Source: an optimization exercise on an open RTL-to-GDS flow (aim: small area and a short achievable clock period). Production flows keep margins and buffers that such runs may drop. Only simulation tests tie the RTL to the original design; equivalence was not proved. Power and IR drop assume default switching activity.

==> flow/design.v <==
module fp_normalizer (
  input  [24:0] mantissa_temp,
  input  [7:0]  exp1,
  output [23:0] coarse_mantissa,
  output        fine_shift,
  output [7:0]  normalized_exp
);
  reg [4:0] zero_count;
  integer i;
  always @(*) begin
    zero_count = 5'd0;
    for (i = 0; i < 25; i = i + 1)
      if (mantissa_temp[i]) zero_count = 5'd24 - i;
  end
  wire [24:0] shifted = mantissa_temp << {zero_count[4:1], 1'b0};
  assign coarse_mantissa = shifted[23:0];
  assign fine_shift = zero_count[0];
  assign normalized_exp = exp1 - {3'b0, zero_count};
endmodule
module fp_add8(input [7:0] a, input [7:0] b, input cin, output [7:0] s, output cout);
  wire [8:0] g0, p0;
  assign g0[0] = cin; assign p0[0] = 1'b0;
  assign g0[8:1] = a & b; assign p0[8:1] = a ^ b;
  wire g_0 = g0[1] | (p0[1] & g0[0]);
  wire p_0 = p0[1] & p0[0];
  wire g_1 = g0[2] | (p0[2] & g0[1]);
  wire p_1 = p0[2] & p0[1];
  wire g_2 = g0[3] | (p0[3] & g0[2]);
  wire p_2 = p0[3] & p0[2];
  wire g_3 = g0[4] | (p0[4] & g0[3]);
  wire p_3 = p0[4] & p0[3];
  wire g_4 = g0[5] | (p0[5] & g0[4]);
  wire p_4 = p0[5] & p0[4];
  wire g_5 = g0[6] | (p0[6] & g0[5]);
  wire p_5 = p0[6] & p0[5];
  wire g_6 = g0[7] | (p0[7] & g0[6]);
  wire p_6 = p0[7] & p0[6];
  wire g_7 = g0[8] | (p0[8] & g0[7]);
  wire p_7 = p0[8] & p0[7];
  wire g_8 = g_1 | (p_1 & g0[0]);
  wire p_8 = p_1 & p0[0];
  wire g_9 = g_2 | (p_2 & g_0);
  wire p_9 = p_2 & p_0;
  wire g_10 = g_3 | (p_3 & g_1);
  wire p_10 = p_3 & p_1;
  wire g_11 = g_4 | (p_4 & g_2);
  wire p_11 = p_4 & p_2;
  wire g_12 = g_5 | (p_5 & g_3);
  wire p_12 = p_5 & p_3;
  wire g_13 = g_6 | (p_6 & g_4);
  wire p_13 = p_6 & p_4;
  wire g_14 = g_7 | (p_7 & g_5);
  wire p_14 = p_7 & p_5;
  wire g_15 = g_10 | (p_10 & g0[0]);
  wire p_15 = p_10 & p0[0];
  wire g_16 = g_11 | (p_11 & g_0);
  wire p_16 = p_11 & p_0;
  wire g_17 = g_12 | (p_12 & g_8);
  wire p_17 = p_12 & p_8;
  wire g_18 = g_13 | (p_13 & g_9);
  wire p_18 = p_13 & p_9;
  wire g_19 = g_14 | (p_14 & g_10);
  wire p_19 = p_14 & p_10;
  wire g_20 = g_19 | (p_19 & g0[0]);
  wire p_20 = p_19 & p0[0];
  assign s[0] = p0[1] ^ g0[0];
  assign s[1] = p0[2] ^ g_0;
  assign s[2] = p0[3] ^ g_8;
  assign s[3] = p0[4] ^ g_9;
  assign s[4] = p0[5] ^ g_15;
  assign s[5] = p0[6] ^ g_16;
  assign s[6] = p0[7] ^ g_17;
  assign s[7] = p0[8] ^ g_18;
  assign cout = g_20;
endmodule
module fp_cmp23(input [22:0] a, input [22:0] b, output ge, output eq);
  wire [22:0] g0 = a & ~b;
  wire [22:0] p0 = ~(a ^ b);
  wire g_0 = g0[1] | (p0[1] & g0[0]);
  wire p_0 = p0[1] & p0[0];
  wire g_1 = g0[3] | (p0[3] & g0[2]);
  wire p_1 = p0[3] & p0[2];
  wire g_2 = g0[5] | (p0[5] & g0[4]);
  wire p_2 = p0[5] & p0[4];
  wire g_3 = g0[7] | (p0[7] & g0[6]);
  wire p_3 = p0[7] & p0[6];
  wire g_4 = g0[9] | (p0[9] & g0[8]);
  wire p_4 = p0[9] & p0[8];
  wire g_5 = g0[11] | (p0[11] & g0[10]);
  wire p_5 = p0[11] & p0[10];
  wire g_6 = g0[13] | (p0[13] & g0[12]);
  wire p_6 = p0[13] & p0[12];
  wire g_7 = g0[15] | (p0[15] & g0[14]);
  wire p_7 = p0[15] & p0[14];
  wire g_8 = g0[17] | (p0[17] & g0[16]);
  wire p_8 = p0[17] & p0[16];
  wire g_9 = g0[19] | (p0[19] & g0[18]);
  wire p_9 = p0[19] & p0[18];
  wire g_10 = g0[21] | (p0[21] & g0[20]);
  wire p_10 = p0[21] & p0[20];
  wire g_11 = g_1 | (p_1 & g_0);
  wire p_11 = p_1 & p_0;
  wire g_12 = g_3 | (p_3 & g_2);
  wire p_12 = p_3 & p_2;
  wire g_13 = g_5 | (p_5 & g_4);
  wire p_13 = p_5 & p_4;
  wire g_14 = g_7 | (p_7 & g_6);
  wire p_14 = p_7 & p_6;
  wire g_15 = g_9 | (p_9 & g_8);
  wire p_15 = p_9 & p_8;
  wire g_16 = g0[22] | (p0[22] & g_10);
  wire p_16 = p0[22] & p_10;
  wire g_17 = g_12 | (p_12 & g_11);
  wire p_17 = p_12 & p_11;
  wire g_18 = g_14 | (p_14 & g_13);
  wire p_18 = p_14 & p_13;
  wire g_19 = g_16 | (p_16 & g_15);
  wire p_19 = p_16 & p_15;
  wire g_20 = g_18 | (p_18 & g_17);
  wire p_20 = p_18 & p_17;
  wire g_21 = g_19 | (p_19 & g_20);
  wire p_21 = p_19 & p_20;
  assign ge = g_21 | p_21;
  assign eq = p_21;
endmodule
module fp_add25(input [24:0] a, input [24:0] b, input cin, output [24:0] s, output cout);
  wire [25:0] g0, p0;
  assign g0[0] = cin; assign p0[0] = 1'b0;
  assign g0[25:1] = a & b; assign p0[25:1] = a ^ b;
  wire g_0 = g0[1] | (p0[1] & g0[0]);
  wire p_0 = p0[1] & p0[0];
  wire g_1 = g0[2] | (p0[2] & g0[1]);
  wire p_1 = p0[2] & p0[1];
  wire g_2 = g0[3] | (p0[3] & g0[2]);
  wire p_2 = p0[3] & p0[2];
  wire g_3 = g0[4] | (p0[4] & g0[3]);
  wire p_3 = p0[4] & p0[3];
  wire g_4 = g0[5] | (p0[5] & g0[4]);
  wire p_4 = p0[5] & p0[4];
  wire g_5 = g0[6] | (p0[6] & g0[5]);
  wire p_5 = p0[6] & p0[5];
  wire g_6 = g0[7] | (p0[7] & g0[6]);
  wire p_6 = p0[7] & p0[6];
  wire g_7 = g0[8] | (p0[8] & g0[7]);
  wire p_7 = p0[8] & p0[7];
  wire g_8 = g0[9] | (p0[9] & g0[8]);
  wire p_8 = p0[9] & p0[8];
  wire g_9 = g0[10] | (p0[10] & g0[9]);
  wire p_9 = p0[10] & p0[9];
  wire g_10 = g0[11] | (p0[11] & g0[10]);
  wire p_10 = p0[11] & p0[10];
  wire g_11 = g0[12] | (p0[12] & g0[11]);
  wire p_11 = p0[12] & p0[11];
  wire g_12 = g0[13] | (p0[13] & g0[12]);
  wire p_12 = p0[13] & p0[12];
  wire g_13 = g0[14] | (p0[14] & g0[13]);
  wire p_13 = p0[14] & p0[13];
  wire g_14 = g0[15] | (p0[15] & g0[14]);
  wire p_14 = p0[15] & p0[14];
  wire g_15 = g0[16] | (p0[16] & g0[15]);
  wire p_15 = p0[16] & p0[15];
  wire g_16 = g0[17] | (p0[17] & g0[16]);
  wire p_16 = p0[17] & p0[16];
  wire g_17 = g0[18] | (p0[18] & g0[17]);
  wire p_17 = p0[18] & p0[17];
  wire g_18 = g0[19] | (p0[19] & g0[18]);
  wire p_18 = p0[19] & p0[18];
  wire g_19 = g0[20] | (p0[20] & g0[19]);
  wire p_19 = p0[20] & p0[19];
  wire g_20 = g0[21] | (p0[21] & g0[20]);
  wire p_20 = p0[21] & p0[20];
  wire g_21 = g0[22] | (p0[22] & g0[21]);
  wire p_21 = p0[22] & p0[21];
  wire g_22 = g0[23] | (p0[23] & g0[22]);
  wire p_22 = p0[23] & p0[22];
  wire g_23 = g0[24] | (p0[24] & g0[23]);
  wire p_23 = p0[24] & p0[23];
  wire g_24 = g0[25] | (p0[25] & g0[24]);
  wire p_24 = p0[25] & p0[24];
  wire g_25 = g_1 | (p_1 & g0[0]);
  wire p_25 = p_1 & p0[0];
  wire g_26 = g_2 | (p_2 & g_0);
  wire p_26 = p_2 & p_0;
  wire g_27 = g_3 | (p_3 & g_1);
  wire p_27 = p_3 & p_1;
  wire g_28 = g_4 | (p_4 & g_2);
  wire p_28 = p_4 & p_2;
  wire g_29 = g_5 | (p_5 & g_3);
  wire p_29 = p_5 & p_3;
  wire g_30 = g_6 | (p_6 & g_4);
  wire p_30 = p_6 & p_4;
  wire g_31 = g_7 | (p_7 & g_5);
  wire p_31 = p_7 & p_5;
  wire g_32 = g_8 | (p_8 & g_6);
  wire p_32 = p_8 & p_6;
  wire g_33 = g_9 | (p_9 & g_7);
  wire p_33 = p_9 & p_7;
  wire g_34 = g_10 | (p_10 & g_8);
  wire p_34 = p_10 & p_8;
  wire g_35 = g_11 | (p_11 & g_9);
  wire p_35 = p_11 & p_9;
  wire g_36 = g_12 | (p_12 & g_10);
  wire p_36 = p_12 & p_10;
  wire g_37 = g_13 | (p_13 & g_11);
  wire p_37 = p_13 & p_11;
  wire g_38 = g_14 | (p_14 & g_12);
  wire p_38 = p_14 & p_12;
  wire g_39 = g_15 | (p_15 & g_13);
  wire p_39 = p_15 & p_13;
  wire g_40 = g_16 | (p_16 & g_14);
  wire p_40 = p_16 & p_14;
  wire g_41 = g_17 | (p_17 & g_15);
  wire p_41 = p_17 & p_15;
  wire g_42 = g_18 | (p_18 & g_16);
  wire p_42 = p_18 & p_16;
  wire g_43 = g_19 | (p_19 & g_17);
  wire p_43 = p_19 & p_17;
  wire g_44 = g_20 | (p_20 & g_18);
  wire p_44 = p_20 & p_18;
  wire g_45 = g_21 | (p_21 & g_19);
  wire p_45 = p_21 & p_19;
  wire g_46 = g_22 | (p_22 & g_20);
  wire p_46 = p_22 & p_20;
  wire g_47 = g_23 | (p_23 & g_21);
  wire p_47 = p_23 & p_21;
  wire g_48 = g_24 | (p_24 & g_22);
  wire p_48 = p_24 & p_22;
  wire g_49 = g_27 | (p_27 & g0[0]);
  wire p_49 = p_27 & p0[0];
  wire g_50 = g_28 | (p_28 & g_0);
  wire p_50 = p_28 & p_0;
  wire g_51 = g_29 | (p_29 & g_25);
  wire p_51 = p_29 & p_25;
  wire g_52 = g_30 | (p_30 & g_26);
  wire p_52 = p_30 & p_26;
  wire g_53 = g_31 | (p_31 & g_27);
  wire p_53 = p_31 & p_27;
  wire g_54 = g_32 | (p_32 & g_28);
  wire p_54 = p_32 & p_28;
  wire g_55 = g_33 | (p_33 & g_29);
  wire p_55 = p_33 & p_29;
  wire g_56 = g_34 | (p_34 & g_30);
  wire p_56 = p_34 & p_30;
  wire g_57 = g_35 | (p_35 & g_31);
  wire p_57 = p_35 & p_31;
  wire g_58 = g_36 | (p_36 & g_32);
  wire p_58 = p_36 & p_32;
  wire g_59 = g_37 | (p_37 & g_33);
  wire p_59 = p_37 & p_33;
  wire g_60 = g_38 | (p_38 & g_34);
  wire p_60 = p_38 & p_34;
  wire g_61 = g_39 | (p_39 & g_35);
  wire p_61 = p_39 & p_35;
  wire g_62 = g_40 | (p_40 & g_36);
  wire p_62 = p_40 & p_36;
  wire g_63 = g_41 | (p_41 & g_37);
  wire p_63 = p_41 & p_37;
  wire g_64 = g_42 | (p_42 & g_38);
  wire p_64 = p_42 & p_38;
  wire g_65 = g_43 | (p_43 & g_39);
  wire p_65 = p_43 & p_39;
  wire g_66 = g_44 | (p_44 & g_40);
  wire p_66 = p_44 & p_40;
  wire g_67 = g_45 | (p_45 & g_41);
  wire p_67 = p_45 & p_41;
  wire g_68 = g_46 | (p_46 & g_42);
  wire p_68 = p_46 & p_42;
  wire g_69 = g_47 | (p_47 & g_43);
  wire p_69 = p_47 & p_43;
  wire g_70 = g_48 | (p_48 & g_44);
  wire p_70 = p_48 & p_44;
  wire g_71 = g_53 | (p_53 & g0[0]);
  wire p_71 = p_53 & p0[0];
  wire g_72 = g_54 | (p_54 & g_0);
  wire p_72 = p_54 & p_0;
  wire g_73 = g_55 | (p_55 & g_25);
  wire p_73 = p_55 & p_25;
  wire g_74 = g_56 | (p_56 & g_26);
  wire p_74 = p_56 & p_26;
  wire g_75 = g_57 | (p_57 & g_49);
  wire p_75 = p_57 & p_49;
  wire g_76 = g_58 | (p_58 & g_50);
  wire p_76 = p_58 & p_50;
  wire g_77 = g_59 | (p_59 & g_51);
  wire p_77 = p_59 & p_51;
  wire g_78 = g_60 | (p_60 & g_52);
  wire p_78 = p_60 & p_52;
  wire g_79 = g_61 | (p_61 & g_53);
  wire p_79 = p_61 & p_53;
  wire g_80 = g_62 | (p_62 & g_54);
  wire p_80 = p_62 & p_54;
  wire g_81 = g_63 | (p_63 & g_55);
  wire p_81 = p_63 & p_55;
  wire g_82 = g_64 | (p_64 & g_56);
  wire p_82 = p_64 & p_56;
  wire g_83 = g_65 | (p_65 & g_57);
  wire p_83 = p_65 & p_57;
  wire g_84 = g_66 | (p_66 & g_58);
  wire p_84 = p_66 & p_58;
  wire g_85 = g_67 | (p_67 & g_59);
  wire p_85 = p_67 & p_59;
  wire g_86 = g_68 | (p_68 & g_60);
  wire p_86 = p_68 & p_60;
  wire g_87 = g_69 | (p_69 & g_61);
  wire p_87 = p_69 & p_61;
  wire g_88 = g_70 | (p_70 & g_62);
  wire p_88 = p_70 & p_62;
  wire g_89 = g_79 | (p_79 & g0[0]);
  wire p_89 = p_79 & p0[0];
  wire g_90 = g_80 | (p_80 & g_0);
  wire p_90 = p_80 & p_0;
  wire g_91 = g_81 | (p_81 & g_25);
  wire p_91 = p_81 & p_25;
  wire g_92 = g_82 | (p_82 & g_26);
  wire p_92 = p_82 & p_26;
  wire g_93 = g_83 | (p_83 & g_49);
  wire p_93 = p_83 & p_49;
  wire g_94 = g_84 | (p_84 & g_50);
  wire p_94 = p_84 & p_50;
  wire g_95 = g_85 | (p_85 & g_51);
  wire p_95 = p_85 & p_51;
  wire g_96 = g_86 | (p_86 & g_52);
  wire p_96 = p_86 & p_52;
  wire g_97 = g_87 | (p_87 & g_71);
  wire p_97 = p_87 & p_71;
  wire g_98 = g_88 | (p_88 & g_72);
  wire p_98 = p_88 & p_72;
  assign s[0] = p0[1] ^ g0[0];
  assign s[1] = p0[2] ^ g_0;
  assign s[2] = p0[3] ^ g_25;
  assign s[3] = p0[4] ^ g_26;
  assign s[4] = p0[5] ^ g_49;
  assign s[5] = p0[6] ^ g_50;
  assign s[6] = p0[7] ^ g_51;
  assign s[7] = p0[8] ^ g_52;
  assign s[8] = p0[9] ^ g_71;
  assign s[9] = p0[10] ^ g_72;
  assign s[10] = p0[11] ^ g_73;
  assign s[11] = p0[12] ^ g_74;
  assign s[12] = p0[13] ^ g_75;
  assign s[13] = p0[14] ^ g_76;
  assign s[14] = p0[15] ^ g_77;
  assign s[15] = p0[16] ^ g_78;
  assign s[16] = p0[17] ^ g_89;
  assign s[17] = p0[18] ^ g_90;
  assign s[18] = p0[19] ^ g_91;
  assign s[19] = p0[20] ^ g_92;
  assign s[20] = p0[21] ^ g_93;
  assign s[21] = p0[22] ^ g_94;
  assign s[22] = p0[23] ^ g_95;
  assign s[23] = p0[24] ^ g_96;
  assign s[24] = p0[25] ^ g_97;
  assign cout = g_98;
endmodule
module fpadd_pipelined (input clk,
                        input reset,
                        input [31:0] reg_A,
                        input [31:0] reg_B,
                        output [31:0] out);
  localparam FINE = 3;
  wire [7:0] ea = reg_A[30:23];
  wire [7:0] eb = reg_B[30:23];
  wire [7:0] dab, dba;
  wire cab, cba;
  fp_add8 sub_ab(.a(ea), .b(~eb), .cin(1'b1), .s(dab), .cout(cab));
  fp_add8 sub_ba(.a(eb), .b(~ea), .cin(1'b1), .s(dba), .cout(cba));
  wire exp_eq = cab & cba;
  wire frac_ge, frac_eq;
  fp_cmp23 cmp_f(.a(reg_A[22:0]), .b(reg_B[22:0]), .ge(frac_ge), .eq(frac_eq));
  wire a_ge_b = exp_eq ? frac_ge : cab;
  wire [7:0] d = cab ? dab : dba;
  wire [4:0] s = d[4:0] | {5{|d[7:5]}};
  wire [22:0] fmn = a_ge_b ? reg_B[22:0] : reg_A[22:0];
  wire [23:0] m0 = {1'b1, fmn} >> {s[4:FINE], {FINE{1'b0}}};
  reg        s0_sign, s0_sub, s0_valid;
  reg [7:0]  s0_exp;
  reg [22:0] s0_fmx;
  reg [23:0] s0_m;
  reg [FINE-1:0] s0_shift;
  always @(posedge clk or posedge reset)
    if (reset) s0_valid <= 1'b0;
    else       s0_valid <= 1'b1;
  always @(posedge clk) begin
    s0_sign  <= a_ge_b ? reg_A[31] : reg_B[31];
    s0_sub   <= reg_A[31] ^ reg_B[31];
    s0_exp   <= a_ge_b ? ea : eb;
    s0_fmx   <= a_ge_b ? reg_A[22:0] : reg_B[22:0];
    s0_m     <= m0;
    s0_shift <= s[FINE-1:0];
  end
  wire [23:0] m = s0_m >> s0_shift;
  wire [24:0] t;
  wire t_cout;
  fp_add25 add_t(.a({2'b01, s0_fmx}), .b({s0_sub, m ^ {24{s0_sub}}}), .cin(s0_sub),
                 .s(t), .cout(t_cout));
  reg        s1_sign, s1_valid, s1_ezero;
  reg [7:0]  s1_exp1;
  reg [24:0] s1_t;
  always @(posedge clk or posedge reset)
    if (reset) s1_valid <= 1'b0;
    else       s1_valid <= s0_valid;
  always @(posedge clk) begin
    s1_sign  <= s0_sign;
    s1_exp1  <= s0_exp + 8'd1;
    s1_ezero <= ~|s0_exp;
    s1_t     <= t;
  end
  wire [23:0] coarse;
  wire        fine;
  wire [7:0]  nexp;
  fp_normalizer fp_normalizer(.mantissa_temp(s1_t),
                              .exp1(s1_exp1),
                              .coarse_mantissa(coarse),
                              .fine_shift(fine),
                              .normalized_exp(nexp));
  wire low_zero = ~|s1_t[23:0];
  wire res_zero = low_zero & (~s1_t[24] | (~s1_sign & s1_ezero));
  wire se_zero  = ~s1_valid | res_zero;
  reg        r2_sign, r2_fine;
  reg [7:0]  r2_exp;
  reg [23:0] r2_man;
  always @(posedge clk or posedge reset)
    if (reset) begin
      r2_sign <= 1'b0;
      r2_exp  <= 8'b0;
      r2_man  <= 24'b0;
      r2_fine <= 1'b0;
    end else begin
      r2_sign <= se_zero ? 1'b0 : s1_sign;
      r2_exp  <= se_zero ? 8'b0 : nexp;
      r2_man  <= s1_valid ? coarse : 24'b0;
      r2_fine <= fine;
    end
  wire [22:0] frac = r2_fine ? r2_man[22:0] : r2_man[23:1];
  assign out = {r2_sign, r2_exp, frac};
endmodule
==> flow/flow/run.sh <==
#!/bin/bash
# Standard layout (standard.sh) with the smallest buffer on the ports and
# no CTS dummy loads.
bash standard.sh \
  "BUFFER_PORTS_ARGS=-buffer_cell sky130_fd_sc_hd__buf_1" \
  "CTS_ARGS=-sink_clustering_enable -repair_clock_nets -dont_use_dummy_load -buf_list sky130_fd_sc_hd__clkbuf_4 -sink_clustering_size 10 -sink_clustering_max_diameter 40" \
  finish > standard.log 2>&1
==> flow/standard.sh <==
#!/bin/bash
# synth_recipe.tcl (not shown) runs the flow's synth.tcl, then flattens the netlist and writes it again
# the make line also repeats each setting of config.mk as NAME=value (left out here)
make -C /OpenROAD-flow-scripts/flow DESIGN_CONFIG=/design/flow/config.mk WORK_HOME=/design/flow/orfs CLKGATE_MAP_FILE= SYNTH_SCRIPT=/design/flow/synth_recipe.tcl "${@:-finish}"
==> flow/config.mk <==
export PLATFORM = sky130hd
export DESIGN_NAME = fpadd_pipelined
export DESIGN_NICKNAME = fpadd_pipelined
export VERILOG_FILES = /design/flow/design.v
export SDC_FILE = /design/flow/constraint.sdc
export NUM_CORES = 4
export LEC_CHECK = 0
export ABC_AREA = 1
export CAP_MARGIN = 20
export CORE_MARGIN = 2
export CORE_UTILIZATION = 40
export SETUP_SLACK_MARGIN = 3.0
export SLEW_MARGIN = 20
==> flow/constraint.sdc <==
create_clock -name core_clock -period 6.5 [get_ports {clk}]
set_input_delay 1.3000 -clock core_clock [delete_from_list [all_inputs] [get_ports {clk}]]
set_output_delay 1.3000 -clock core_clock [all_outputs]
set_load 0.01 [all_outputs]
==> impl_summary.log, run 1 <==
INFO  metric max_cap_viol_count = 0
INFO  metric mostFrequentLayoutCell = nand2_1
INFO  metric max_slew.worst_pin.slew = 855 ps
INFO  metric ys_ff_latch = 131
INFO  metric switching_power = 1.78 mW
INFO  metric yosysWarnings = 2
INFO  metric run_status = complete, no violations
INFO  metric routed.top_layer = met4
INFO  metric total_power = 3.72 mW
INFO  metric drive_above_1_share = 6.48%
INFO  metric tritoncts = yes
INFO  metric wl_met3 = 957 µm
INFO  metric critical_path_peak_fanout = 8
INFO  metric floorplan.core_area = 0.0226 mm²
INFO  metric dr_wl_met2 = 11500 µm
INFO  metric critical_path.endpoint_type = flip-flop
INFO  metric die_w = 155 µm
INFO  metric skew_pair_late_insertion_delay = 530 ps
INFO  metric tritoncts_num_sinks = 131
INFO  metric die_y = 155 µm
INFO  metric grt_first_pass_wirelength = 37800 µm
INFO  metric root_cell_of_the_clock_tree = clkbuf_4
INFO  metric synth_enable_flop_cells = 0
INFO  metric final.min_clock_period = 3360 ps
INFO  metric io_pins = 98
INFO  metric cts_made_buffers = 17
INFO  metric fin_crit_sh = 51.6%
INFO  metric io_buffers = 97
INFO  metric vias_per_cell = 5.03
INFO  metric first_global_vias = 8033
INFO  metric postRouteWirelength = 23300 µm
INFO  metric maximum_level_of_the_cts_h_tree = 4
INFO  metric cts_buffer_depth = 2
INFO  metric synthesis.instances = 1337
INFO  metric commonest_cells_after_routing_fill_and_taps_aside = nand2_1 (329), inv_1 (153), o21ai_0 (124)
INFO  metric dp_hpwl = 18400 µm
INFO  metric ir_worst_vdd = 106 µV
INFO  metric internal_reg_to_reg_setup_slack = 3250 ps
INFO  metric reg2reg_depth = 16
INFO  metric grt-ovfl-total = 0
INFO  metric finalHoldViolCount = 0
INFO  metric sequentialPowerShare = 33.6%
INFO  metric clock_power_share = 9.7%
INFO  metric fmax = 0.298 GHz
INFO  metric setup-violations-final = 0
INFO  metric first_iter_violations = 524
INFO  metric worst_setup_hold_path_clk_slew = 100 ps
INFO  metric kind_of_start_point_of_the_critical_path = input port
INFO  metric syn-num-nets = 1475
INFO  metric grt_antenna_before_repair = 1
INFO  metric drt_pass_1_iters = 7
INFO  metric route.detailed.wl_per_inst = 13.7 µm
INFO  metric synth_top_area_share = 20.7%
INFO  metric synth_seq_area_share = 30.5%
INFO  metric power.share.switching = 47.9%
INFO  metric worstHoldPathType = reg2reg
INFO  metric track_usage = 19.3%
INFO  metric fp.dieArea = 0.0242 mm²
INFO  metric p_int = 1.94 mW
INFO  metric yosys.cell_types.count = 51
INFO  metric post-route-drc-count = 0
INFO  metric final_net_count = 1559
INFO  metric grt_max_degree = 93
INFO  metric asyncSetResetFlopFracSynth = 27.5%
INFO  metric avgSynthCellArea = 6.86 µm²
INFO  metric static-leakage-power = 4.92 nW
INFO  metric placementRows = 55
INFO  metric pwr_density_cell = 369 mW/mm²
INFO  metric timing_worst_setup_path_type = in2reg
INFO  metric yosys-top-cells-area = dfxtp_1 (21%), nand2_1 (13%), dfrtp_1 (9.8%)
INFO  metric fillers = 2423
INFO  metric dominantRegCellSynth = dfxtp_1
INFO  metric setup-tns-final = 0 ps
INFO  metric final.setup_skew = 40.8 ps
INFO  metric unrepaired_setup_endpoints_after_global_routing = yes
INFO  metric initial_core_util = 40.7%
INFO  metric syn2layout_area_growth = 9.76%
INFO  metric synthDominantAreaCellType = dfxtp_1
INFO  metric routedLengthMet1 = 10400 µm
INFO  metric detailroute.via_count = 8569
INFO  metric worstPathArrival = 3790 ps
INFO  metric combPwrFrac = 56.7%
INFO  metric finalWeightedCongestion = 0.864
INFO  metric post_synth_instance_area = 0.00918 mm²
INFO  metric worst_ep_required = 6930 ps
INFO  metric timing.max_slew.rel_slack = 42.8%
INFO  metric antenna_left = 0
INFO  metric maxSlewViolCount = 0
INFO  metric holdPathStages = 0
-- critical path, stage by stage --
cell and delay (ps):
buf_1 100, inv_1 60, ha_1 210, inv_1 70, fa_1 370, inv_1 110, a21oi_2 70, o21ai_2 110
a21oi_4 140, inv_4 120, nand2_1 70, nand2_2 110, xor2_4 230, inv_2 140, nor2_8 170, inv_2 130
o31ai_1 270
-- cell type report --
type / instances / area, µm² / area share (%)
repair inverters: 3 / 20.0 / 0.199
well taps: 285 / 357 / 3.54
inverters: 160 / 614 / 6.10
multi-input cells: 994 / 5600 / 55.6
diodes: 1 / 2.50 / 0.0248
flip-flops and latches: 131 / 2820 / 28.0
repair buffers: 114 / 538 / 5.34
clock buffers: 17 / 128 / 1.27
-- metal layers --
| metal | global-route usage, % | vias to the layer above |
|---|---|---|
| met4 | 5.24 | 0 |
| li1 | - | 4523 |
| met3 | 3.09 | 33 |
| met5 | 0 | - |
| met2 | 34.5 | 214 |
| met1 | 24.0 | 3799 |
-- stage by stage --
stage	hold slack, ps	utilization [%]	setup slack (ps)	cells	cell area, µm²
floorplan	310	-	3070	1337	9180
global placement	314	42.9	1990	1672	9690
detailed placement	312	42.9	1920	1672	9690
CTS	334	43.8	2910	1694	9880
global route	353	44.6	2990	1705	10100
finish	333	44.6	3140	1705	10100
-- flip-flops by register name (all words and copies together) (netlist names), 3 cells and up --
| signal | cells |
|---|---|
| r2_man | 24 |
| s0_exp | 8 |
| s1_t | 25 |
| s0_shift | 3 |
| s1_exp1 | 8 |
| s0_fmx | 23 |
| s0_m | 24 |
| r2_exp | 8 |
-- synthesized netlist by cell type (5+ instances only) --
library cell and number:
xor2_1 51, dfrtp_1 36, nand2_1 330, xnor2_1 11, nor3_1 18, a21oi_1 95
nand4_1 7, dfxtp_1 95, o22ai_1 7, nand3_1 84, ha_1 69, buf_1 6
a21boi_0 5, clkbuf_1 27, o31ai_1 9, a31oi_1 7, o21ai_1 12, nand2_2 6
buf_2 16, nor4_1 5, o21ai_0 129, mux2i_1 7, nor2_1 98, inv_1 156
-- cell families (layout without fill, tap and decap cells) --
group | after synthesis | after routing | share of synthesized area, %
AO/OA/AOI/OAI | 286 | 286 | 17.1
XOR/XNOR | 63 | 63 | 6.22
adder cells (fa/ha/maj) | 72 | 72 | 10.1
buffers and inverters | 213 | 294 | 9.29
flip-flops | 131 | 131 | 30.5
multiplexers | 10 | 10 | 1.13
other | 1 | 2 | 0.0409
AND/OR/NAND/NOR | 561 | 562 | 25.6
-- final timing paths --
| path | start | end |
|---|---|---|
| min | s0_sign | s1_sign |
| min reg2reg | s0_sign | s1_sign |
| max reg2reg | s0_shift[0] | s1_t[24] |
| max in group asynchronous | reset | r2_man[23] |
| min in group asynchronous | reset | r2_man[8] |
| max | reg_B[23] | s0_m[6] |
-- power groups by stage --
| stage | logic (mW) | clock network (mW) | registers, mW |
|---|---|---|---|
| after floorplan | 1.60 | 0 | 1.17 |
| after global placement | 2.02 | 0 | 1.26 |
| after detailed placement | 2.03 | 0 | 1.26 |
| after CTS | 2.05 | 0.378 | 1.25 |
| after global routing | 2.39 | 0.417 | 1.28 |
| final | 2.11 | 0.361 | 1.25 |
-- repair_timing --
item | CTS | global route
hold buffers | 0 | 0
setup buffers | 3 | 7
endpoints found under the setup margin | 60 | 32
pin swaps | 1 | 7
cloned | 2 | 3
resized for setup | 12 | 30
==> run 2: changes to the inputs <==
--- a/flow/config.mk
+++ b/flow/config.mk
@@ -10,4 +10,4 @@
 export CORE_MARGIN = 2
 export CORE_UTILIZATION = 40
-export SETUP_SLACK_MARGIN = 3.0
+export SETUP_SLACK_MARGIN = 2.8
 export SLEW_MARGIN = 20
==> impl_summary.log, run 2 <==
INFO  metric run_status = complete, no violations (unchanged)
INFO  metric vias_per_cell = 5.01 (was 5.03)
INFO  metric largest_register_ffs = 25 (unchanged)
INFO  metric synth_top_area_share = 20.7% (unchanged)
INFO  metric ir_worst_vdd = 103 µV (was 106 µV)
INFO  metric maxSlewViolCount = 0 (unchanged)
INFO  metric final.hold.worst_slack = 333 ps (about the same)
INFO  metric regToRegStartpoint = s0_shift[0] (unchanged)
INFO  metric floorplan.core_area = 0.0226 mm² (unchanged)
INFO  metric fmax = 0.287 GHz (was 0.298 GHz)
INFO  metric pwr_density_cell = 369 mW/mm² (about the same)
INFO  metric first_global_vias = 7997 (was 8033)
INFO  metric timing.max_slew.rel_slack = 44.2% (was 42.8%)
INFO  metric synthesis.instances = 1337 (unchanged)
INFO  metric dp_hpwl = 18400 µm (unchanged)
INFO  metric skew_pair_late_insertion_delay = 530 ps (about the same)
INFO  metric final_net_count = 1552 (was 1559)
INFO  metric kind_of_start_point_of_the_critical_path = input port (unchanged)
INFO  metric grt_max_degree = 93 (unchanged)
INFO  metric syn2layout_area_growth = 8.17% (was 9.76%)
INFO  metric cpMostUsedCell = inv_2 (was inv_1)
INFO  metric tritoncts_num_sinks = 131 (unchanged)
INFO  metric io_pins = 98 (unchanged)
INFO  metric internal_reg_to_reg_setup_slack = 3070 ps (was 3250 ps)
INFO  metric grt_first_pass_wirelength = 37700 µm (was 37800 µm)
INFO  metric worstHoldPathType = reg2reg (unchanged)
INFO  metric critical_path.endpoint_type = flip-flop (unchanged)
INFO  metric setup-tns-final = 0 ps (unchanged)
INFO  metric critPathCapture = s0_m[6] (unchanged)
INFO  metric total_non_filler_cell_area_in_the_finished_layout = 0.00993 mm² (was 0.0101 mm²)
INFO  metric p_int = 1.90 mW (was 1.94 mW)
INFO  metric grt_antenna_before_repair = 1 (unchanged)
INFO  metric clock_power_share = 9.8% (was 9.7%)
INFO  metric placementRows = 55 (unchanged)
INFO  metric io_buffers = 97 (unchanged)
INFO  metric fin_crit_sh = 53.7% (was 51.6%)
INFO  metric dominantRegCellSynth = dfxtp_1 (unchanged)
INFO  metric post-route-util = 44.0% (was 44.6%)
INFO  metric crit_path_start = reg_A[26] (was reg_B[23])
INFO  metric post-route-drc-count = 0 (unchanged)
INFO  metric worst_setup_hold_path_clk_slew = 100 ps (about the same)
INFO  metric critical_path_peak_fanout = 15 (was 8)
INFO  metric finalWeightedCongestion = 0.864 (unchanged)
INFO  metric yosysWarnings = 2 (unchanged)
INFO  metric multiInputGateArea = 0.00554 mm² (was 0.00560 mm²)
INFO  metric max_cap_viol_count = 0 (unchanged)
INFO  metric synth_seq_area_share = 30.5% (unchanged)
INFO  metric cts_buffer_depth = 2 (unchanged)
INFO  metric root_cell_of_the_clock_tree = clkbuf_4 (unchanged)
INFO  metric destination_of_the_worst_register_to_register_timing_path = s1_t[20] (was s1_t[24])
INFO  metric static-leakage-power = 4.88 nW (was 4.92 nW)
INFO  metric final.min_clock_period = 3490 ps (was 3360 ps)
INFO  metric reg2reg_depth = 19 (was 16)
INFO  metric post_synth_instance_area = 0.00918 mm² (unchanged)
INFO  metric power.share.switching = 48.0% (was 47.9%)
INFO  metric detailroute.via_count = 8501 (was 8569)
INFO  metric synthDominantAreaCellType = dfxtp_1 (unchanged)
INFO  metric route.detailed.wl_per_inst = 13.5 µm (was 13.7 µm)
INFO  metric asyncSetResetFlopFracSynth = 27.5% (unchanged)
INFO  metric track_usage = 19.2% (was 19.3%)
INFO  metric antenna_left = 0 (unchanged)
INFO  metric commonest_cells_after_routing_fill_and_taps_aside = nand2_1 (330), inv_1 (154), o21ai_0 (125) (was nand2_1 (329), inv_1 (153), o21ai_0 (124))
INFO  metric first_iter_violations = 450 (was 524)
INFO  metric postRouteWirelength = 22800 µm (was 23300 µm)
INFO  metric syn-num-nets = 1475 (unchanged)
INFO  metric final.setup_skew = 40.1 ps (was 40.8 ps)
INFO  metric synth_most_common_cell = nand2_1 (unchanged)
INFO  metric combPwrFrac = 56.2% (was 56.7%)
INFO  metric setup-violations-final = 0 (unchanged)
INFO  metric timing.critical_path.cells = buf_1, inv_1, ha_1, a21o_1, a21oi_2, o21ai_2, a21oi_4, inv_4, nand2_1, nand2_2, xor2_4, inv_2, nor2_8, inv_2, o31ai_1 (was buf_1, inv_1, ha_1, inv_1, fa_1, inv_1, a21oi_2, o21ai_2, a21oi_4, inv_4, nand2_1, nand2_2, xor2_4, inv_2, nor2_8, inv_2, o31ai_1)
INFO  metric die_y = 155 µm (unchanged)
INFO  metric finalHoldViolCount = 0 (unchanged)
INFO  metric maximum_level_of_the_cts_h_tree = 4 (unchanged)
INFO  metric unrepaired_setup_endpoints_after_global_routing = yes (unchanged)
INFO  metric avgSynthCellArea = 6.86 µm² (unchanged)
INFO  metric largest-register = s1_t (unchanged)
INFO  metric tritoncts = yes (unchanged)
INFO  metric drt_pass_1_iters = 7 (unchanged)
INFO  metric max_slew.worst_pin.slew = 834 ps (was 855 ps)
INFO  metric synth_enable_flop_cells = 0 (unchanged)
INFO  metric fillers = 2441 (was 2423)
INFO  metric crit_path_top_delay_cell = ha_1 (was fa_1)
INFO  metric timing.critical_path.slowest_cell_delay = 390 ps (was 370 ps)
INFO  metric grt-ovfl-total = 0 (unchanged)
INFO  metric die_w = 155 µm (unchanged)
INFO  metric yosys-top-cells-area = dfxtp_1 (21%), nand2_1 (13%), dfrtp_1 (9.8%) (unchanged)
INFO  metric ys_ff_latch = 131 (unchanged)
INFO  metric placedInstanceArea = 0.00969 mm² (unchanged)
INFO  metric sequentialPowerShare = 34.0% (was 33.6%)
INFO  metric fp.dieArea = 0.0242 mm² (unchanged)
INFO  metric yosys.cell_types.count = 51 (unchanged)
INFO  metric switching_power = 1.76 mW (was 1.78 mW)
INFO  metric cts_made_buffers = 17 (unchanged)
INFO  metric worstPathArrival = 3920 ps (was 3790 ps)
INFO  metric mostFrequentLayoutCell = nand2_1 (unchanged)
INFO  metric timing_worst_setup_path_type = in2reg (unchanged)
INFO  metric drive_above_1_share = 5.03% (was 6.48%)
INFO  metric worst_ep_required = 6930 ps (about the same)
INFO  metric biggestRegsByFlops = s1_t: 25 flops, r2_man: 24 flops, s0_m: 24 flops (unchanged)
INFO  metric synth_top_cells_by_count = nand2_1 (330), inv_1 (156), o21ai_0 (129) (unchanged)
INFO  metric initial_core_util = 40.7% (unchanged)
INFO  metric sequential_cell_area = 0.00281 mm² (was 0.00282 mm²)
run 2: cell counts after synthesis:
Identical to the previous run, type by type.
run 2: worst min-delay path by stage:
stage               endpoint      from  slack (ps)  cells after the start
floorplan            s1_sign   s0_sign         310                      0
global placement     s1_sign   s0_sign         310                      0
detailed placement   s1_sign   s0_sign         310                      0
CTS                  s1_sign   s0_sign         330                      0
global route        s1_valid  s0_valid         350                      0
finish               s1_sign   s0_sign         330                      0
run 2: final cells by class:
| cell class | instances | area share [%] |
|---|---|---|
| diodes | 1 | 0.0252 |
| clock buffers | 17 | 1.29 |
| inverters | 160 | 6.15 |
| multi-input cells | 993 | 55.8 |
| flip-flops and latches | 131 | 28.3 |
| well taps | 285 | 3.59 |
| repair buffers | 108 | 4.66 |
| repair inverters | 3 | 0.202 |
run 2: metal layers:
| metal | vias up | GRT usage, % | part of all wire [%] |
|---|---|---|---|
| met5 | - | 0 | 0 |
| met4 | 0 | 5.11 | 1.8 |
| met3 | 30 | 3.04 | 3.7 |
| met2 | 201 | 34.3 | 49 |
| met1 | 3765 | 24.0 | 45 |
| li1 | 4505 | - | - |
run 2: stage by stage:
step,total power [mW],setup slack [ps],cells
3_3_place_gp,3.28,1990,1672
6_report,3.66,3010,1698
4_1_cts,3.67,2800,1690
5_1_grt,4.03,2790,1698
3_5_place_dp,3.29,1920,1672
2_1_floorplan,2.77,3070,1337
run 2: worst max-delay path: cells and delay by family:
| family | cells | cell delay, ps |
|---|---|---|
| AO/OA/AOI/OAI | 5 | 1070 |
| XOR/XNOR | 1 | 220 |
| AND/OR/NAND/NOR | 3 | 410 |
| adder cells (fa/ha/maj) | 1 | 390 |
| buffers and inverters | 5 | 520 |
run 2: power by group through the flow:
stage | sequential, mW | combinational [mW] | clock [mW]
2_1_floorplan | 1.17 | 1.60 | 0
6_report | 1.24 | 2.05 | 0.360
3_3_place_gp | 1.26 | 2.02 | 0
3_5_place_dp | 1.26 | 2.03 | 0
5_1_grt | 1.28 | 2.34 | 0.417
4_1_cts | 1.24 | 2.05 | 0.378
run 2: cells by family after synthesis:
family | count (synthesis) | share of synthesized area, %
fa+ha+maj | 72 | 10.1
simple gates | 561 | 25.6
flops | 131 | 30.5
compound gates | 286 | 17.1
xor+xnor | 63 | 6.22
mux | 10 | 1.13
buf+inv | 213 | 9.29
other cells | 1 | 0.0409
run 2: repair_timing:
action / in CTS / in global routing
gates resized for setup: 8 / 12
hold buffers: 0 / 0
pin swaps: 0 / 1
gates cloned: 1 / 2
endpoints found under the setup margin: 33 / 28
buffers inserted: 0 / 5
==> run 3: changes to the inputs <==
==> flow/flow/run.sh (replaced) <==
#!/bin/bash
# Standard layout (standard.sh) with the smallest buffer on the ports and
# no CTS dummy loads.
bash standard.sh \
  "BUFFER_PORTS_ARGS=-buffer_cell sky130_fd_sc_hd__buf_1" \
  "CTS_ARGS=-sink_clustering_enable -repair_clock_nets -dont_use_dummy_load -buf_list sky130_fd_sc_hd__clkbuf_4 -sink_clustering_size 8 -sink_clustering_max_diameter 30" \
  finish > standard.log 2>&1
--- a/flow/config.mk
+++ b/flow/config.mk
@@ -10,4 +10,4 @@
 export CORE_MARGIN = 2
 export CORE_UTILIZATION = 40
-export SETUP_SLACK_MARGIN = 2.8
+export SETUP_SLACK_MARGIN = 3.0
 export SLEW_MARGIN = 20
==> impl_summary.log, run 3 <==
INFO  metric unrepaired_setup_endpoints_after_global_routing = yes (unchanged)
INFO  metric critical_path.endpoint_type = flip-flop (unchanged)
INFO  metric placedInstanceArea = 0.00969 mm² (unchanged)
INFO  metric drive_above_1_share = 6.48% (was 5.03%)
INFO  metric synth_top_area_share = 20.7% (unchanged)
INFO  metric setup-violations-final = 0 (unchanged)
INFO  metric floorplan.core_area = 0.0226 mm² (unchanged)
INFO  metric skew_pair_late_insertion_delay = 530 ps (about the same)
INFO  metric regToRegStartpoint = s0_shift[0] (unchanged)
INFO  metric synth_enable_flop_cells = 0 (unchanged)
INFO  metric dp_hpwl = 18400 µm (unchanged)
INFO  metric dp_slack = 1920 ps (unchanged)
INFO  metric asyncSetResetFlopFracSynth = 27.5% (unchanged)
INFO  metric holdPathStages = 0 (unchanged)
INFO  metric synthesis.instances = 1337 (unchanged)
INFO  metric vias_per_cell = 5.03 (was 5.01)
INFO  metric drt_pass_1_iters = 7 (unchanged)
INFO  metric first_iter_violations = 524 (was 450)
INFO  metric run_status = complete, no violations (unchanged)
INFO  metric max_cap_viol_count = 0 (unchanged)
INFO  metric synth_seq_area_share = 30.5% (unchanged)
INFO  metric total_power = 3.72 mW (was 3.66 mW)
INFO  metric final.min_clock_period = 3360 ps (was 3490 ps)
INFO  metric grt_antenna_before_repair = 1 (unchanged)
INFO  metric biggestRegsByFlops = s1_t: 25 flops, r2_man: 24 flops, s0_m: 24 flops (unchanged)
INFO  metric timing.max_slew.rel_slack = 42.8% (was 44.2%)
INFO  metric synth_most_common_cell = nand2_1 (unchanged)
INFO  metric finalWeightedCongestion = 0.864 (unchanged)
INFO  metric internal_reg_to_reg_setup_slack = 3250 ps (was 3070 ps)
INFO  metric worstHoldPathType = reg2reg (unchanged)
INFO  metric ir_worst_vdd = 106 µV (was 103 µV)
INFO  metric die_y = 155 µm (unchanged)
INFO  metric timing_worst_setup_path_type = in2reg (unchanged)
INFO  metric postRouteWirelength = 23300 µm (was 22800 µm)
INFO  metric pwr_density_cell = 369 mW/mm² (about the same)
INFO  metric maxSlewViolCount = 0 (unchanged)
INFO  metric io_pins = 98 (unchanged)
INFO  metric commonest_cells_after_routing_fill_and_taps_aside = nand2_1 (329), inv_1 (153), o21ai_0 (124) (was nand2_1 (330), inv_1 (154), o21ai_0 (125))
INFO  metric first_global_vias = 8033 (was 7997)
INFO  metric cts_made_buffers = 17 (unchanged)
INFO  metric largest-register = s1_t (unchanged)
INFO  metric grt-ovfl-total = 0 (unchanged)
INFO  metric finalHoldViolCount = 0 (unchanged)
INFO  metric fin_crit_sh = 51.6% (was 53.7%)
INFO  metric fp.dieArea = 0.0242 mm² (unchanged)
INFO  metric critPathCapture = s0_m[6] (unchanged)
INFO  metric root_cell_of_the_clock_tree = clkbuf_4 (unchanged)
INFO  metric critical_path_peak_fanout = 8 (was 15)
INFO  metric kind_of_start_point_of_the_critical_path = input port (unchanged)
INFO  metric grt_max_degree = 93 (unchanged)
INFO  metric reg2reg_depth = 16 (was 19)
INFO  metric route.detailed.wl_per_inst = 13.7 µm (was 13.5 µm)
INFO  metric post_synth_instance_area = 0.00918 mm² (unchanged)
INFO  metric hold_buffers = 0 (unchanged)
INFO  metric syn2layout_area_growth = 9.76% (was 8.17%)
INFO  metric cts_buffer_depth = 2 (unchanged)
INFO  metric synth_top_cells_by_count = nand2_1 (330), inv_1 (156), o21ai_0 (129) (unchanged)
INFO  metric total_non_filler_cell_area_in_the_finished_layout = 0.0101 mm² (was 0.00993 mm²)
INFO  metric die_w = 155 µm (unchanged)
INFO  metric io_buffers = 97 (unchanged)
INFO  metric grt_first_pass_wirelength = 37800 µm (was 37700 µm)
INFO  metric worstPathArrival = 3790 ps (was 3920 ps)
INFO  metric placementRows = 55 (unchanged)
INFO  metric final_net_count = 1559 (was 1552)
INFO  metric track_usage = 19.3% (was 19.2%)
INFO  metric largest_register_ffs = 25 (unchanged)
INFO  metric fin_ws = 3140 ps (was 3010 ps)
INFO  metric yosys-top-cells-area = dfxtp_1 (21%), nand2_1 (13%), dfrtp_1 (9.8%) (unchanged)
INFO  metric tritoncts = yes (unchanged)
INFO  metric fmax = 0.298 GHz (was 0.287 GHz)
INFO  metric dominantRegCellSynth = dfxtp_1 (unchanged)
INFO  metric static-leakage-power = 4.92 nW (was 4.88 nW)
INFO  metric setup-tns-final = 0 ps (unchanged)
INFO  metric sequential_cell_area = 0.00282 mm² (was 0.00281 mm²)
INFO  metric antenna_left = 0 (unchanged)
INFO  metric destination_of_the_worst_register_to_register_timing_path = s1_t[24] (was s1_t[20])
INFO  metric ys_ff_latch = 131 (unchanged)
INFO  metric tritoncts_num_sinks = 131 (unchanged)
INFO  metric detailroute.via_count = 8569 (was 8501)
INFO  metric final.hold.worst_slack = 333 ps (about the same)
INFO  metric worst_ep_required = 6930 ps (about the same)
INFO  metric syn-num-nets = 1475 (unchanged)
INFO  metric maximum_level_of_the_cts_h_tree = 4 (unchanged)
INFO  metric yosys.cell_types.count = 51 (unchanged)
INFO  metric avgSynthCellArea = 6.86 µm² (unchanged)
INFO  metric multiInputGateArea = 0.00560 mm² (was 0.00554 mm²)
INFO  metric max_slew.worst_pin.slew = 855 ps (was 834 ps)
INFO  metric initial_core_util = 40.7% (unchanged)
INFO  metric crit_path_start = reg_B[23] (was reg_A[26])
INFO  metric yosysWarnings = 2 (unchanged)
INFO  metric post-route-drc-count = 0 (unchanged)
INFO  metric final.setup_skew = 40.8 ps (was 40.1 ps)
INFO  metric worst_setup_hold_path_clk_slew = 100 ps (about the same)
INFO  metric fillers = 2423 (was 2441)
INFO  metric synthDominantAreaCellType = dfxtp_1 (unchanged)
INFO  metric mostFrequentLayoutCell = nand2_1 (unchanged)
run 3: cell count changes in the layout (fill, tap and decap cells not counted), sizes merged:
cell	change
inv	-1
buf	+5
nor2	+1
clkinvlp	+1
clkbuf	+1
run 3: cell type report:
| class | count | area share (%) |
|---|---|---|
| Clock buffer | 17 | 1.27 |
| Sequential cell | 131 | 28.0 |
| Antenna cell | 1 | 0.0248 |
| Tap cell | 285 | 3.54 |
| Inverter | 160 | 6.10 |
| Timing Repair Buffer | 114 | 5.34 |
| Timing Repair inverter | 3 | 0.199 |
| Multi-Input combinational cell | 994 | 55.6 |
run 3: worst max-delay path, cell delays in order:
cell     delay [ps]
buf_1           100
inv_1            60
ha_1            210
inv_1            70
fa_1            370
inv_1           110
a21oi_2          70
o21ai_2         110
a21oi_4         140
inv_4           120
nand2_1          70
nand2_2         110
xor2_4          230
inv_2           140
nor2_8          170
inv_2           130
o31ai_1         270
run 3: power by group:
group	total (mW)	switching [mW]	internal, mW
Combinational	2.11	1.35	0.763
Sequential	1.25	0.196	1.05
Clock	0.361	0.242	0.119
Total	3.72	1.78	1.94
run 3: what timing repair did:
action | CTS | global route
cloned | 2 | 3
setup buffers | 3 | 7
setup endpoints to repair | 60 | 32
hold endpoints to repair | 0 | 0
pin swaps | 1 | 7
gates resized for setup | 12 | 30
run 3: cell families (layout without fill, tap and decap cells):
kind of cell	Yosys count	after routing	share of synthesized area, %
other	1	2	0.0409
xor gates and xnor gates	63	63	6.22
adders and majority gates	72	72	10.1
and+or+nand+nor	561	562	25.6
AOI/OAI and AO/OA	286	286	17.1
muxes	10	10	1.13
DFF	131	131	30.5
buffers and inverters	213	294	9.29
run 3: per-stage QoR:
stage	cells	util (%)
floorplan	1337	-
global placement	1672	42.9
detailed placement	1672	42.9
CTS	1694	43.8
global route	1705	44.6
finish	1705	44.6
run 3: worst min-delay path by stage:
stage,startpoint,endpoint,slack [ps]
after floorplan,s0_sign,s1_sign,310
after global placement,s0_sign,s1_sign,310
after detailed placement,s0_sign,s1_sign,310
after CTS,s0_sign,s1_sign,330
after global routing,s0_valid,s1_valid,350
final,s0_sign,s1_sign,330
run 3: per-layer routing:
layer | vias to the layer above | part of all wire, % | global-route usage [%]
met3 | 33 | 4.1 | 3.09
met1 | 3799 | 45 | 24.0
met5 | - | 0 | 0
met2 | 214 | 49 | 34.5
met4 | 0 | 1.9 | 5.24
li1 | 4523 | - | -
==> run 4: changes to the inputs <==
==> flow/flow/run.sh (replaced) <==
#!/bin/bash
# Standard layout (standard.sh) with the smallest buffer on the ports and
# no CTS dummy loads.
bash standard.sh \
  "BUFFER_PORTS_ARGS=-buffer_cell sky130_fd_sc_hd__buf_1" \
  "CTS_ARGS=-sink_clustering_enable -repair_clock_nets -dont_use_dummy_load -buf_list sky130_fd_sc_hd__clkbuf_4 -root_buf sky130_fd_sc_hd__clkbuf_8" \
  finish > standard.log 2>&1
==> impl_summary.log, run 4 <==
INFO  metric synth_top_cells_by_count = nand2_1 (330), inv_1 (156), o21ai_0 (129) (unchanged)
INFO  metric first_global_vias = 8030 (was 8033)
INFO  metric worst_setup_hold_path_clk_slew = 90 ps (was 100 ps)
INFO  metric kind_of_start_point_of_the_critical_path = input port (unchanged)
INFO  metric final.min_clock_period = 3410 ps (was 3360 ps)
INFO  metric avgSynthCellArea = 6.86 µm² (unchanged)
INFO  metric fmax = 0.293 GHz (was 0.298 GHz)
INFO  metric synth_most_common_cell = nand2_1 (unchanged)
INFO  metric regToRegStartpoint = s0_shift[0] (unchanged)
INFO  metric worstHoldPathType = reg2reg (unchanged)
INFO  metric static-leakage-power = 4.96 nW (was 4.92 nW)
INFO  metric drt_pass_1_iters = 6 (was 7)
INFO  metric worst_ep_required = 6760 ps (was 6930 ps)
INFO  metric final.hold.worst_slack = 333 ps (about the same)
INFO  metric final_net_count = 1564 (was 1559)
INFO  metric internal_reg_to_reg_setup_slack = 3270 ps (was 3250 ps)
INFO  metric synth_top_area_share = 20.7% (unchanged)
INFO  metric critical_path_peak_fanout = 23 (was 8)
INFO  metric clock_power_share = 9.9% (was 9.7%)
INFO  metric cts_made_buffers = 17 (unchanged)
INFO  metric biggestRegsByFlops = s1_t: 25 flops, r2_man: 24 flops, s0_m: 24 flops (unchanged)
INFO  metric die_y = 155 µm (unchanged)
INFO  metric placementRows = 55 (unchanged)
INFO  metric yosys-top-cells-area = dfxtp_1 (21%), nand2_1 (13%), dfrtp_1 (9.8%) (unchanged)
INFO  metric switching_power = 1.79 mW (was 1.78 mW)
INFO  metric total_non_filler_cell_area_in_the_finished_layout = 0.0102 mm² (was 0.0101 mm²)
INFO  metric combPwrFrac = 56.8% (was 56.7%)
INFO  metric n_diodes = 0 (was 1)
INFO  metric yosys.cell_types.count = 51 (unchanged)
INFO  metric postRouteWirelength = 23700 µm (was 23300 µm)
INFO  metric power.share.switching = 47.8% (was 47.9%)
INFO  metric finalHoldViolCount = 0 (unchanged)
INFO  metric grt_first_pass_wirelength = 37800 µm (about the same)
INFO  metric yosysWarnings = 2 (unchanged)
INFO  metric tritoncts = yes (unchanged)
INFO  metric maxSlewViolCount = 0 (unchanged)
INFO  metric grt_max_degree = 93 (unchanged)
INFO  metric syn-num-nets = 1475 (unchanged)
INFO  metric sequentialPowerShare = 33.3% (was 33.6%)
INFO  metric skew_pair_late_insertion_delay = 430 ps (was 530 ps)
INFO  metric dp_hpwl = 18400 µm (unchanged)
INFO  metric holdPathStages = 0 (unchanged)
INFO  metric antenna_left = 0 (unchanged)
INFO  metric commonest_cells_after_routing_fill_and_taps_aside = nand2_1 (329), inv_1 (153), o21ai_0 (121) (was nand2_1 (329), inv_1 (153), o21ai_0 (124))
INFO  metric vias_per_cell = 5.05 (was 5.03)
INFO  metric critical_path.endpoint_type = flip-flop (unchanged)
INFO  metric fillers = 2418 (was 2423)
INFO  metric largest-register = s1_t (unchanged)
INFO  metric p_int = 1.96 mW (was 1.94 mW)
INFO  metric synth_seq_area_share = 30.5% (unchanged)
INFO  metric io_buffers = 97 (unchanged)
INFO  metric reg2reg_depth = 18 (was 16)
INFO  metric grt-ovfl-total = 0 (unchanged)
INFO  metric syn2layout_area_growth = 10.7% (was 9.76%)
INFO  metric setup-violations-final = 0 (unchanged)
INFO  metric fin_crit_sh = 52.4% (was 51.6%)
INFO  metric route.detailed.wl_per_inst = 13.8 µm (was 13.7 µm)
INFO  metric pwr_density_cell = 369 mW/mm² (about the same)
INFO  metric post-route-drc-count = 0 (unchanged)
INFO  metric floorplan.core_area = 0.0226 mm² (unchanged)
INFO  metric io_pins = 98 (unchanged)
INFO  metric track_usage = 19.3% (about the same)
INFO  metric maximum_level_of_the_cts_h_tree = 4 (unchanged)
INFO  metric tritoncts_num_sinks = 131 (unchanged)
INFO  metric worstPathArrival = 3670 ps (was 3790 ps)
INFO  metric timing_worst_setup_path_type = in2reg (unchanged)
INFO  metric fp.dieArea = 0.0242 mm² (unchanged)
INFO  metric first_iter_violations = 498 (was 524)
INFO  metric critPathCapture = s0_m[10] (was s0_m[6])
INFO  metric ir_worst_vdd = 106 µV (about the same)
INFO  metric synthDominantAreaCellType = dfxtp_1 (unchanged)
INFO  metric multiInputGateArea = 0.00561 mm² (was 0.00560 mm²)
INFO  metric drive_above_1_share = 6.88% (was 6.48%)
INFO  metric grt_antenna_before_repair = 0 (was 1)
INFO  metric asyncSetResetFlopFracSynth = 27.5% (unchanged)
INFO  metric placedInstanceArea = 0.00969 mm² (unchanged)
INFO  metric final.setup_skew = 38.5 ps (was 40.8 ps)
INFO  metric post_synth_instance_area = 0.00918 mm² (unchanged)
INFO  metric sequential_cell_area = 0.00282 mm² (unchanged)
INFO  metric dominantRegCellSynth = dfxtp_1 (unchanged)
INFO  metric post-route-util = 45.0% (was 44.6%)
INFO  metric setup-tns-final = 0 ps (unchanged)
INFO  metric detailroute.via_count = 8624 (was 8569)
INFO  metric largest_register_ffs = 25 (unchanged)
INFO  metric run_status = complete, no violations (unchanged)
INFO  metric hold_path_startpoint = s0_sign (unchanged)
INFO  metric synthesis.instances = 1337 (unchanged)
INFO  metric root_cell_of_the_clock_tree = clkbuf_8 (was clkbuf_4)
INFO  metric max_cap_viol_count = 0 (unchanged)
INFO  metric destination_of_the_worst_register_to_register_timing_path = s1_t[20] (was s1_t[24])
INFO  metric mostFrequentLayoutCell = nand2_1 (unchanged)
INFO  metric die_w = 155 µm (unchanged)
INFO  metric ys_ff_latch = 131 (unchanged)
INFO  metric synth_enable_flop_cells = 0 (unchanged)
INFO  metric unrepaired_setup_endpoints_after_global_routing = yes (unchanged)
INFO  metric timing.max_slew.rel_slack = 44.5% (was 42.8%)
INFO  metric finalWeightedCongestion = 0.864 (unchanged)
INFO  metric max_slew.worst_pin.slew = 830 ps (was 855 ps)
INFO  metric initial_core_util = 40.7% (unchanged)
INFO  metric crit_path_start = reg_B[19] (was reg_B[23])
INFO  metric cts_buffer_depth = 2 (unchanged)
-- run 4: repair_timing --
| action | 4_1_cts | 5_1_grt |
|---|---|---|
| endpoints found under the setup margin | 59 | 35 |
| setup buffers | 4 | 9 |
| gates cloned | 2 | 5 |
| hold buffers | 0 | 0 |
| resized for setup | 13 | 33 |
| pin swaps | 3 | 7 |
-- run 4: how the worst min path moves through the flow --
stage               slack, ps        to
finish                    330   s1_sign
global route              350  s1_valid
CTS                       330   s1_sign
detailed placement        310   s1_sign
global placement          310   s1_sign
floorplan                 310   s1_sign
-- run 4: through the flow --
step                      setup slack (ps)  total power [mW]  instances
final                                 3090              3.75       1709
after detailed placement              1920              3.29       1672
after CTS                             2970              3.69       1695
after global routing                  2980              4.12       1709
after global placement                1990              3.28       1672
after floorplan                       3070              2.77       1337
-- run 4: worst max-delay path, cell delays in order --
cell and delay (ps):
buf_1 110, inv_1 60, ha_1 280, a21oi_1 150
o21ai_0 100, a211oi_1 440, nand3_1 250, o21ai_4 350
buf_12 210, nand2_1 50, o21ai_0 190, o22ai_1 160
-- run 4: power by group through the flow --
stage | Combinational (mW) | Clock [mW] | Sequential, mW
after floorplan | 1.60 | 0 | 1.17
after global placement | 2.02 | 0 | 1.26
after detailed placement | 2.03 | 0 | 1.26
after CTS | 2.06 | 0.387 | 1.24
after global routing | 2.41 | 0.425 | 1.28
final | 2.13 | 0.372 | 1.25
-- run 4: final cells by class --
type | count | area share, %
Sequential cell | 131 | 27.7
Timing Repair inverter | 3 | 0.197
Timing Repair Buffer | 119 | 6.01
Tap cell | 285 | 3.51
Clock buffer | 17 | 1.32
Inverter | 160 | 6.05
Multi-Input combinational cell | 994 | 55.2
-- run 4: logic make-up after synthesis --
group           after synthesis  synth area share (%)
fa+ha+maj                    72                  10.1
mux                          10                  1.13
buf+inv                     213                  9.29
other cells                   1                0.0409
compound gates              286                  17.1
simple gates                561                  25.6
xor+xnor                     63                  6.22
flops                       131                  30.5
-- run 4: metal layers --
| layer | part of all wire, % | track usage [%] | wire, µm | vias to the layer above |
|---|---|---|---|---|
| met1 | 44 | 24.0 | 10500 | 3848 |
| met3 | 4.1 | 3.04 | 974 | 32 |
| met2 | 50 | 34.5 | 11800 | 212 |
| met4 | 1.7 | 5.33 | 393 | 0 |
| li1 | - | - | - | 4532 |
| met5 | 0 | 0 | 0 | - |
==> run 5: changes to the inputs <==
--- a/flow/config.mk
+++ b/flow/config.mk
@@ -10,4 +10,5 @@
 export CORE_MARGIN = 2
 export CORE_UTILIZATION = 40
+export PLACE_DENSITY = 0.75
 export SETUP_SLACK_MARGIN = 3.0
 export SLEW_MARGIN = 20
==> impl_summary.log, run 5 <==
INFO  metric run_status = complete, no violations (unchanged)
INFO  metric first_iter_violations = 602 (was 498)
INFO  metric worst_setup_hold_path_clk_slew = 100 ps (was 90 ps)
INFO  metric cpMostUsedCell = inv_2 (was o21ai_0)
INFO  metric sequentialPowerShare = 33.0% (was 33.3%)
INFO  metric dominantRegCellSynth = dfxtp_1 (unchanged)
INFO  metric route.detailed.wl_per_inst = 13.1 µm (was 13.8 µm)
INFO  metric critical_path_peak_fanout = 8 (was 23)
INFO  metric timing.max_slew.rel_slack = 53.0% (was 44.5%)
INFO  metric max_slew.worst_pin.slew = 703 ps (was 830 ps)
INFO  metric drt_pass_1_iters = 6 (unchanged)
INFO  metric synth_seq_area_share = 30.5% (unchanged)
INFO  metric hold_buffers = 0 (unchanged)
INFO  metric synthesis.instances = 1337 (unchanged)
INFO  metric clock_power_share = 9.9% (about the same)
INFO  metric vias_per_cell = 5.09 (was 5.05)
INFO  metric syn-num-nets = 1475 (unchanged)
INFO  metric largest_register_ffs = 25 (unchanged)
INFO  metric combPwrFrac = 57.1% (was 56.8%)
INFO  metric final.min_clock_period = 3400 ps (was 3410 ps)
INFO  metric asyncSetResetFlopFracSynth = 27.5% (unchanged)
INFO  metric synthDominantAreaCellType = dfxtp_1 (unchanged)
INFO  metric power.share.switching = 47.4% (was 47.8%)
INFO  metric antenna_left = 0 (unchanged)
INFO  metric maxSlewViolCount = 0 (unchanged)
INFO  metric commonest_cells_after_routing_fill_and_taps_aside = nand2_1 (329), inv_1 (151), o21ai_0 (120) (was nand2_1 (329), inv_1 (153), o21ai_0 (121))
INFO  metric dp_hpwl = 17200 µm (was 18400 µm)
INFO  metric track_usage = 18.5% (was 19.3%)
INFO  metric post-route-drc-count = 0 (unchanged)
INFO  metric switching_power = 1.79 mW (about the same)
INFO  metric finalWeightedCongestion = 0.915 (was 0.864)
INFO  metric synth_most_common_cell = nand2_1 (unchanged)
INFO  metric fillers = 2284 (was 2418)
INFO  metric static-leakage-power = 5.02 nW (was 4.96 nW)
INFO  metric grt_first_pass_wirelength = 36800 µm (was 37800 µm)
INFO  metric setup-tns-final = 0 ps (unchanged)
INFO  metric timing_worst_setup_path_type = in2reg (unchanged)
INFO  metric post_synth_instance_area = 0.00918 mm² (unchanged)
INFO  metric yosys.cell_types.count = 51 (unchanged)
INFO  metric ir_worst_vdd = 145 µV (was 106 µV)
INFO  metric drive_above_1_share = 8.44% (was 6.88%)
INFO  metric cts_buffer_depth = 2 (unchanged)
INFO  metric worstHoldPathType = reg2reg (unchanged)
INFO  metric largest-register = s1_t (unchanged)
INFO  metric kind_of_start_point_of_the_critical_path = input port (unchanged)
INFO  metric first_global_vias = 7965 (was 8030)
INFO  metric mostFrequentLayoutCell = nand2_1 (unchanged)
INFO  metric finalHoldViolCount = 0 (unchanged)
INFO  metric tritoncts = yes (unchanged)
INFO  metric postRouteWirelength = 22500 µm (was 23700 µm)
INFO  metric final_net_count = 1574 (was 1564)
INFO  metric setup-violations-final = 0 (unchanged)
INFO  metric ys_ff_latch = 131 (unchanged)
INFO  metric n_diodes = 0 (unchanged)
INFO  metric unrepaired_setup_endpoints_after_global_routing = yes (unchanged)
INFO  metric crit_path_top_delay_cell = fa_1 (was a211oi_1)
INFO  metric fp.dieArea = 0.0242 mm² (unchanged)
INFO  metric final.setup_skew = 42.0 ps (was 38.5 ps)
INFO  metric grt-ovfl-total = 0 (unchanged)
INFO  metric synth_enable_flop_cells = 0 (unchanged)
INFO  metric grt_antenna_before_repair = 0 (unchanged)
INFO  metric synth_top_area_share = 20.7% (unchanged)
INFO  metric p_int = 1.98 mW (was 1.96 mW)
INFO  metric floorplan.core_area = 0.0226 mm² (unchanged)
INFO  metric io_pins = 98 (unchanged)
INFO  metric biggestRegsByFlops = s1_t: 25 flops, r2_man: 24 flops, s0_m: 24 flops (unchanged)
INFO  metric yosys-top-cells-area = dfxtp_1 (21%), nand2_1 (13%), dfrtp_1 (9.8%) (unchanged)
INFO  metric pwr_density_cell = 367 mW/mm² (was 369 mW/mm²)
INFO  metric root_cell_of_the_clock_tree = clkbuf_8 (unchanged)
INFO  metric internal_reg_to_reg_setup_slack = 3180 ps (was 3270 ps)
INFO  metric initial_core_util = 40.7% (unchanged)
INFO  metric synth_top_cells_by_count = nand2_1 (330), inv_1 (156), o21ai_0 (129) (unchanged)
INFO  metric fmax = 0.294 GHz (was 0.293 GHz)
INFO  metric cts_made_buffers = 17 (unchanged)
INFO  metric die_y = 155 µm (unchanged)
INFO  metric fin_ws = 3100 ps (was 3090 ps)
INFO  metric placementRows = 55 (unchanged)
INFO  metric worst_ep_required = 6810 ps (was 6760 ps)
INFO  metric tritoncts_num_sinks = 131 (unchanged)
INFO  metric dp_slack = 2020 ps (was 1920 ps)
INFO  metric timing.critical_path.slowest_cell_delay = 380 ps (was 440 ps)
INFO  metric detailroute.via_count = 8747 (was 8624)
INFO  metric avgSynthCellArea = 6.86 µm² (unchanged)
INFO  metric grt_max_degree = 50 (was 93)
INFO  metric timing.critical_path.cells = buf_1, inv_2, ha_4, inv_1, fa_1, inv_2, a21oi_2, o21ai_2, a21oi_4, buf_4, buf_4, nand2_1, nand2_1, nor2_2, nand2_4, nor2_8, inv_2, o31ai_1 (was buf_1, inv_1, ha_1, a21oi_1, o21ai_0, a211oi_1, nand3_1, o21ai_4, buf_12, nand2_1, o21ai_0, o22ai_1)
INFO  metric skew_pair_late_insertion_delay = 430 ps (about the same)
INFO  metric die_w = 155 µm (unchanged)
INFO  metric critical_path.endpoint_type = flip-flop (unchanged)
INFO  metric syn2layout_area_growth = 12.0% (was 10.7%)
INFO  metric max_cap_viol_count = 0 (unchanged)
INFO  metric io_buffers = 97 (unchanged)
INFO  metric fin_crit_sh = 52.3% (was 52.4%)
INFO  metric yosysWarnings = 2 (unchanged)
INFO  metric worstPathArrival = 3720 ps (was 3670 ps)
INFO  metric maximum_level_of_the_cts_h_tree = 4 (unchanged)
## run 5: cell counts after synthesis
No cell type changed its count.
## run 5: cell type report
class                      count  area, µm²  area share, %
tap                          285        357           3.47
timing repair inverter         4       25.0          0.243
sequential                   131       2820           27.4
multi-input combinational    994       5640           54.8
clock buffer                  17        134           1.30
inverter                     160        614           5.98
timing repair buffer         128        697           6.78
## run 5: worst max-delay path, delay by kind of cell
| family | cells | cell delay [ps] |
|---|---|---|
| adders and majority gates | 2 | 520 |
| AOI/OAI and AO/OA | 4 | 550 |
| and+or+nand+nor | 5 | 600 |
| buffers and inverters | 7 | 730 |
## run 5: logic make-up after synthesis
kind of cell	after synthesis	synth area share (%)
other	1	0.0409
adders and majority gates	72	10.1
muxes	10	1.13
xor gates and xnor gates	63	6.22
AOI/OAI and AO/OA	286	17.1
buffers and inverters	213	9.29
and+or+nand+nor	561	25.6
DFF	131	30.5
## run 5: path summary, 6_finish.rpt
path                                  start   endpoint  cells after the start
worst min register to register      s0_sign    s1_sign                      0
min in group asynchronous             reset  r2_exp[4]                      3
max in group asynchronous             reset    r2_fine                      3
worst max register to register  s0_shift[0]   s1_t[20]                     20
worst max-delay path              reg_B[23]    s0_m[0]                     18
worst min-delay path                s0_sign    s1_sign                      0
## run 5: power by group through the flow
stage	combinational, mW	sequential [mW]	clock, mW
floorplan	1.60	1.17	0
global placement	1.97	1.25	0
detailed placement	2.00	1.25	0
CTS	2.04	1.24	0.383
global route	2.46	1.28	0.415
finish	2.15	1.25	0.373
## run 5: per-layer routing
| layer | wire length [µm] | GRT usage (%) |
|---|---|---|
| met5 | 0 | 0 |
| met4 | 711 | 7.25 |
| met3 | 1050 | 2.92 |
| met2 | 10600 | 31.1 |
| met1 | 10100 | 23.9 |
## run 5: through the flow
step	std cells	total power [mW]	utilization [%]	area (µm²)	hold WS (ps)
after CTS	1696	3.66	44.0	9930	341
after floorplan	1337	2.77	-	9180	310
after detailed placement	1672	3.26	42.9	9690	316
after global placement	1672	3.22	42.9	9690	318
final	1719	3.77	45.5	10300	341
after global routing	1719	4.15	45.5	10300	351
## run 5: what timing repair did
| item | CTS | global route |
|---|---|---|
| buffers inserted | 4 | 18 |
| gates cloned | 3 | 5 |
| pin swaps | 2 | 15 |
| setup endpoints to repair | 62 | 33 |
| resized for setup | 12 | 46 |

Setup slack of run 5, layout unchanged: 3.098 ns with ideal ports, 3.122 ns with driving cells assumed (clock clkbuf_16, inputs buf_2), 2.672 ns with port delays also shifted by the 0.450 ns mid clock arrival.
